Background: an optimization exercise with open tools, aiming at small area. Do not read the settings as production practice. Function was checked by simulation only, so behaviour that the tests miss may differ from the original.

==> flow/design.v (excerpt) <==
module sound_unit (
    input         CLK,
    input         RST_N,
    input         cmd_wr,
    input  [3:0]  cmd_code,
    input         sync_lrclk,
    input  [7:0]  rom0_data,
    input  [7:0]  rom1_data,
    input  [7:0]  rom2_data,
    input  [7:0]  rom3_data,
    output [14:0] rom0_addr,
    output [14:0] rom1_addr,
    output [14:0] rom2_addr,
    output [14:0] rom3_addr,
    output        cmd_empty,
    output [15:0] mout,
    output        soundon,
    output        fNO9
);
  wire [3:0] code, code_next;
  wire       empty;
  wire [3:0] ren;
  wire [7:0] sd0, sd1, sd2, sd3;
  wire       son0, son1, son2, son3;
  wire [2:0] nc;
  reg        emptyf;    
  always @(posedge CLK)
    if (!RST_N) emptyf <= 1'b1;
    else emptyf <= empty;
  OneStage handshake (
      .srst (~RST_N),
      .clk  (CLK),
      .wr_en(cmd_wr),
      .din  (cmd_code),
      .outp (code),
      .outp_next(code_next),
      .empty(empty),
      .rd_en(|ren));
  sound_ch #(.CH(0)) ch0 (.CLK(CLK), .RST_N(RST_N), .sound_code(code),
      .rom_indata(rom0_data), .sync_lrclk(sync_lrclk), .emptyf(emptyf),
      .code_next(code_next), .emptyf_next(empty),
      .rom_address(rom0_addr), .sdout(sd0), .soundon(son0), .fNO9(fNO9),
      .fifo_ren(ren[0]));
  ...
For scale: roughly 1400 cells after synthesis, about 210 flip-flops, about 120 I/O pins, about 0.013 mm2 of cells after synthesis.
==> module sound_ch, before the edit <==
module sound_ch #(parameter CH = 0) (
    input             CLK,
    input             RST_N,
    input      [3:0]  sound_code,
    input      [7:0]  rom_indata,
    input             sync_lrclk,
    input             emptyf,
    input      [3:0]  code_next,    
    input             emptyf_next,
    output reg [14:0] rom_address,
    output reg [7:0]  sdout,        
    output            soundon,
    output reg        fNO9,
    output            fifo_ren
);
  localparam [5:0]
    G0   = 6'd1,  G1   = 6'd2,  L0   = 6'd4,  L1   = 6'd9,  F0   = 6'd18,
    FRC0 = 6'd5,  FRC1 = 6'd11, FRM0 = 6'd22, FRM1 = 6'd12, FRM2 = 6'd25, FRC2 = 6'd19,
    F1   = 6'd7,  D0   = 6'd15,
    DRC0 = 6'd31, DRC1 = 6'd30, DRM0 = 6'd28, DRM1 = 6'd24, DRM2 = 6'd17, DRC2 = 6'd3,
    D1   = 6'd6,  W0   = 6'd13, W1   = 6'd27,
    P0S  = 6'd0,
    Q0   = 6'b100000, Q3M2 = 6'b101010,
    P0M0 = 6'b110001, P2M2 = 6'b111110;
  reg  [5:0]  state;
  reg  [14:0] dcount;
  reg  [1:0]  i;
  reg  [1:0]  cur;     
  reg         late3;   
  wire own = (CH == 0) ? (sound_code == 4'd1 || sound_code == 4'd2 || sound_code == 4'd9) :
             (CH == 1) ? (sound_code == 4'd3) :
             (CH == 2) ? (sound_code[3:2] == 2'b01) :
                         (sound_code == 4'd8 || sound_code == 4'd10 || sound_code == 4'd11);
  wire intr_code = (CH == 0) ? (own && !fNO9) :
                   (CH == 3) ? (sound_code == 4'd8 || sound_code == 4'd11) : own;
  wire intr = intr_code && !emptyf;
  wire own_n = (CH == 0) ? (code_next == 4'd1 || code_next == 4'd2 || code_next == 4'd9) :
               (CH == 1) ? (code_next == 4'd3) :
               (CH == 2) ? (code_next[3:2] == 2'b01) :
                           (code_next == 4'd8 || code_next == 4'd10 || code_next == 4'd11);
  wire intr_n = ((CH == 0) ? (own_n && !fNO9) :
                 (CH == 3) ? (code_next == 4'd8 || code_next == 4'd11) : own_n) && !emptyf_next;
  wire dzero = (dcount == 15'd0);
  wire stop = intr || dzero;
  wire ufo = (CH == 3) && cur == 2'b10;
  wire rc_rm0  = (state == FRM0) || (state == DRM0);
  wire rc_2    = (state == FRC2) || (state == DRC2);
  wire play    = state[5];                      
  wire loop    = state[5:4] == 2'b11;            
  wire is_p3   = play && state[3:0] == 4'b1000;  
  wire p3m0    = play && state[3:0] == 4'b1001;  
  wire rm2_rc  = (state == FRM2) || (state == DRM2);
  wire rm2_p   = (loop && state[1:0] == 2'b10) || state == Q3M2;   
  wire first   = (i == 2'd3);
  reg [14:0] start3;
  reg        load_start;
  always @* begin
    load_start = 1'b1;
    case (CH)
      0: start3 = cur[0] ? 15'd19 : fNO9 ? 15'd13113 : 15'd4337;
      1: start3 = 15'd19;
      2: case (cur)
           2'd0: start3 = 15'd19;
           2'd1: start3 = 15'd1285;
           2'd2: start3 = 15'd2855;
           default: start3 = 15'd4425;
         endcase
      default: begin
        start3 = cur[1] ? 15'd25987 : 15'd19;
        load_start = (cur != 2'b11);
      end
    endcase
  end
  wire use_dc = (state == F1) || is_p3;
  wire ld_const = (state == FRM0) && first && load_start;
  reg [14:0] addy;
  always @* begin
    if (!RST_N) addy = 15'd0;
    else if (state == F1) addy = 15'd11;
    else if (is_p3) addy = 15'h7fff;
    else if (state == DRM0 && first) addy = dcount;
    else if (ld_const) addy = start3;
    else if (state == FRM0 && first) addy = late3 ? 15'd6 : 15'd3;
    else if (rc_rm0) addy = 15'h7fff;
    else addy = state[4] ? 15'd1 : 15'd4;      
  end
  wire [14:0] addx = (use_dc && RST_N) ? dcount : (ld_const || !RST_N) ? 15'd0 : rom_address;
  function [14:0] radd15(input [14:0] a, input [14:0] b);
    integer k;
    reg c;
    begin
      c = 1'b0;
      for (k = 0; k < 15; k = k + 1) begin
        radd15[k] = a[k] ^ b[k] ^ c;
        c = (a[k] & b[k]) | (c & (a[k] ^ b[k]));
      end
    end
  endfunction
  wire [14:0] sum = radd15(addx, addy);
  assign fifo_ren = (state == G1);
  reg [5:0] nstate;
  always @* begin
    nstate = state;
    case (state)
      G0: if (!emptyf && own) nstate = G1;
      G1: nstate = (CH == 3 && sound_code == 4'd11) ? G0 : L0;
      L0: if (sync_lrclk) nstate = L1;
      L1: if (!sync_lrclk) nstate = F0;
      FRC2: nstate = (i != 2'd0) ? FRC1 : F1;
      DRC2: nstate = (i != 2'd0) ? DRC1 : D1;
      W1: nstate = Q0;
      Q3M2: nstate = P0S;
      P0S: nstate = P0M0;
      default:
        if (is_p3 && stop) nstate = (ufo && emptyf && !intr) ? L0 : G0;
        else if (play)
          nstate = {state[5:4], (state[1:0] == 2'b10) ? {state[2], ~state[3]} : state[3:2],
                    state[0], ~state[1]};
        else
          nstate = {1'b0, state[3:0], state[4] ^ state[2]};
    endcase
  end
  always @(posedge CLK) begin
    if (state == G0 && !emptyf && own) begin
      if (CH == 0) cur <= {1'b0, sound_code == 4'd1};
      else cur <= sound_code[1:0];
    end
    if (state == FRC0 || state == DRC0) i <= 2'd3;
    else if (rc_2 && i != 2'd0) i <= i - 2'd1;
    if (rm2_rc && i == 2'd1) dcount[14:8] <= rom_indata[6:0];
    if (rm2_rc && i == 2'd0) dcount[7:0] <= rom_indata;
    else if ((is_p3 && !stop) || state == F1) dcount <= sum;
    if (CH == 3) begin
      if (!RST_N) late3 <= 1'b0;
      else if (is_p3 && stop) late3 <= !state[4];
    end
    if (!RST_N || rc_rm0 || p3m0) rom_address <= sum;
    if (!RST_N) begin
      state <= G0;
      sdout <= 8'h80;
      fNO9 <= 1'b0;
    end else begin
      state <= nstate;
      if (CH == 0 && state == G0 && !emptyf && own) fNO9 <= (sound_code == 4'd9);
      if (rm2_p)
        sdout <= (state == P2M2 && (intr_n || dzero)) ? 8'h80 : rom_indata;
    end
  end
  assign soundon = loop;
endmodule
export LEC_CHECK = 0
export CAP_MARGIN = 20
export CORE_MARGIN = 2
export CORE_UTILIZATION = 40
export SLEW_MARGIN = 20
create_clock -name core_clock -period 10.0 [get_ports {CLK}]
standard.sh (not shown) runs the stock make flow with config.mk's settings and CLKGATE_MAP_FILE= SYNTH_SCRIPT=/design/flow/synth_recipe.tcl, a recipe that flattens the netlist after the stock synthesis.
==> flow/flow/run.sh <==
#!/bin/bash
# Standard ORFS layout (the standard.sh, standard synthesis unchanged) with two
# layout choices: the smallest buffer for the port buffers, and a clock tree of
# clkbuf_4 cells in small clusters without dummy loads.
set -euo pipefail
bash standard.sh \
  BUFFER_PORTS_ARGS="-buffer_cell sky130_fd_sc_hd__buf_1" \
  CTS_ARGS="-sink_clustering_enable -repair_clock_nets -buf_list sky130_fd_sc_hd__clkbuf_4 -sink_clustering_size 10 -sink_clustering_max_diameter 45 -dont_use_dummy_load" \
  finish > standard_make.log 2>&1
Edit:
--- a/flow/design.v
+++ b/flow/design.v
@@ -39,16 +39,15 @@
     output reg        fNO9,
     output            fifo_ren
 );
   localparam [5:0]
-    G0   = 6'd1,  G1   = 6'd2,  L0   = 6'd4,  L1   = 6'd9,  F0   = 6'd18,
-    FRC0 = 6'd5,  FRC1 = 6'd11, FRM0 = 6'd22, FRM1 = 6'd12, FRM2 = 6'd25, FRC2 = 6'd19,
-    F1   = 6'd7,  D0   = 6'd15,
-    DRC0 = 6'd31, DRC1 = 6'd30, DRM0 = 6'd28, DRM1 = 6'd24, DRM2 = 6'd17, DRC2 = 6'd3,
-    D1   = 6'd6,  W0   = 6'd13, W1   = 6'd27,
-    P0S  = 6'd0,
-    Q0   = 6'b100000, Q3M2 = 6'b101010,
-    P0M0 = 6'b110001, P2M2 = 6'b111110;
+    G0   = 6'd0,  G1   = 6'd1,  L0   = 6'd2,  L1   = 6'd3,  F0   = 6'd4,
+    FRC0 = 6'd5,  FRC1 = 6'd6,  FRM0 = 6'd7,  FRM1 = 6'd8,  FRM2 = 6'd9,  FRC2 = 6'd10,
+    F1   = 6'd11, D0   = 6'd12,
+    DRC0 = 6'd13, DRC1 = 6'd14, DRM0 = 6'd15, DRM1 = 6'd16, DRM2 = 6'd17, DRC2 = 6'd18,
+    D1   = 6'd19, W0   = 6'd20, W1   = 6'd21,
+    Q0   = 6'd32, Q3M2 = 6'd47,
+    P0S  = 6'd31, P0M0 = 6'd49, P2M2 = 6'd59;
   reg  [5:0]  state;
   reg  [14:0] dcount;
   reg  [1:0]  i;
   reg  [1:0]  cur;     
@@ -72,12 +71,12 @@
   wire rc_rm0  = (state == FRM0) || (state == DRM0);
   wire rc_2    = (state == FRC2) || (state == DRC2);
   wire play    = state[5];                      
   wire loop    = state[5:4] == 2'b11;            
-  wire is_p3   = play && state[3:0] == 4'b1000;  
-  wire p3m0    = play && state[3:0] == 4'b1001;  
+  wire is_p3   = play && state[3:0] == 4'b1100;  
+  wire p3m0    = play && state[3:0] == 4'b1101;  
   wire rm2_rc  = (state == FRM2) || (state == DRM2);
-  wire rm2_p   = (loop && state[1:0] == 2'b10) || state == Q3M2;   
+  wire rm2_p   = (loop && state[1:0] == 2'd3) || state == Q3M2;   
   wire first   = (i == 2'd3);
   reg [14:0] start3;
   reg        load_start;
   always @* begin
@@ -138,13 +137,9 @@
       Q3M2: nstate = P0S;
       P0S: nstate = P0M0;
       default:
         if (is_p3 && stop) nstate = (ufo && emptyf && !intr) ? L0 : G0;
-        else if (play)
-          nstate = {state[5:4], (state[1:0] == 2'b10) ? {state[2], ~state[3]} : state[3:2],
-                    state[0], ~state[1]};
-        else
-          nstate = {1'b0, state[3:0], state[4] ^ state[2]};
+        else nstate = play ? {state[5:4], state[3:0] + 4'd1} : state + 6'd1;
     endcase
   end
   always @(posedge CLK) begin
     if (state == G0 && !emptyf && own) begin
=> Count of clock-buffer cells in the layout falls by 4; core utilization falls by 0.47 points; sequential cell count does not change; wire length falls by about 4.5%; cell area rises by about 1.4%.

-- afterwards: timing with drivers on the ports --
Ports are ideal in the flow. The routed layouts listed here were re-timed in OpenROAD. Step 1 (the two cells are an assumption about what drives the block):
set clk [get_ports {CLK}]
set_driving_cell -lib_cell sky130_fd_sc_hd__clkbuf_16 $clk
set_driving_cell -lib_cell sky130_fd_sc_hd__buf_2 [delete_from_list [all_inputs] $clk]
Step 2 adds t to the input delays and takes it off the output delays; t is the mean of the earliest and latest rising clock arrival at the registers after step 1. Input paths then give back, and output paths get back, about the clock's delay inside the block. a / b / c = ideal / step 1 / step 2; a / b = the first two.
run	t, ns	setup WS [ns]	clock arrival spread, ns	slew at the worst register clock pin (ns)
the first run	0.658	1.405 / 1.382 / 0.723	0.059 / 0.059	0.12 / 0.12
the second run	0.754	1.617 / 1.617 / 0.948	0.096 / 0.096	0.12 / 0.12
After both steps setup and hold are still met in every run listed. The setup slack of the first run, which loses most, moves by -0.023 ns with the drivers and by -0.682 ns with both steps.
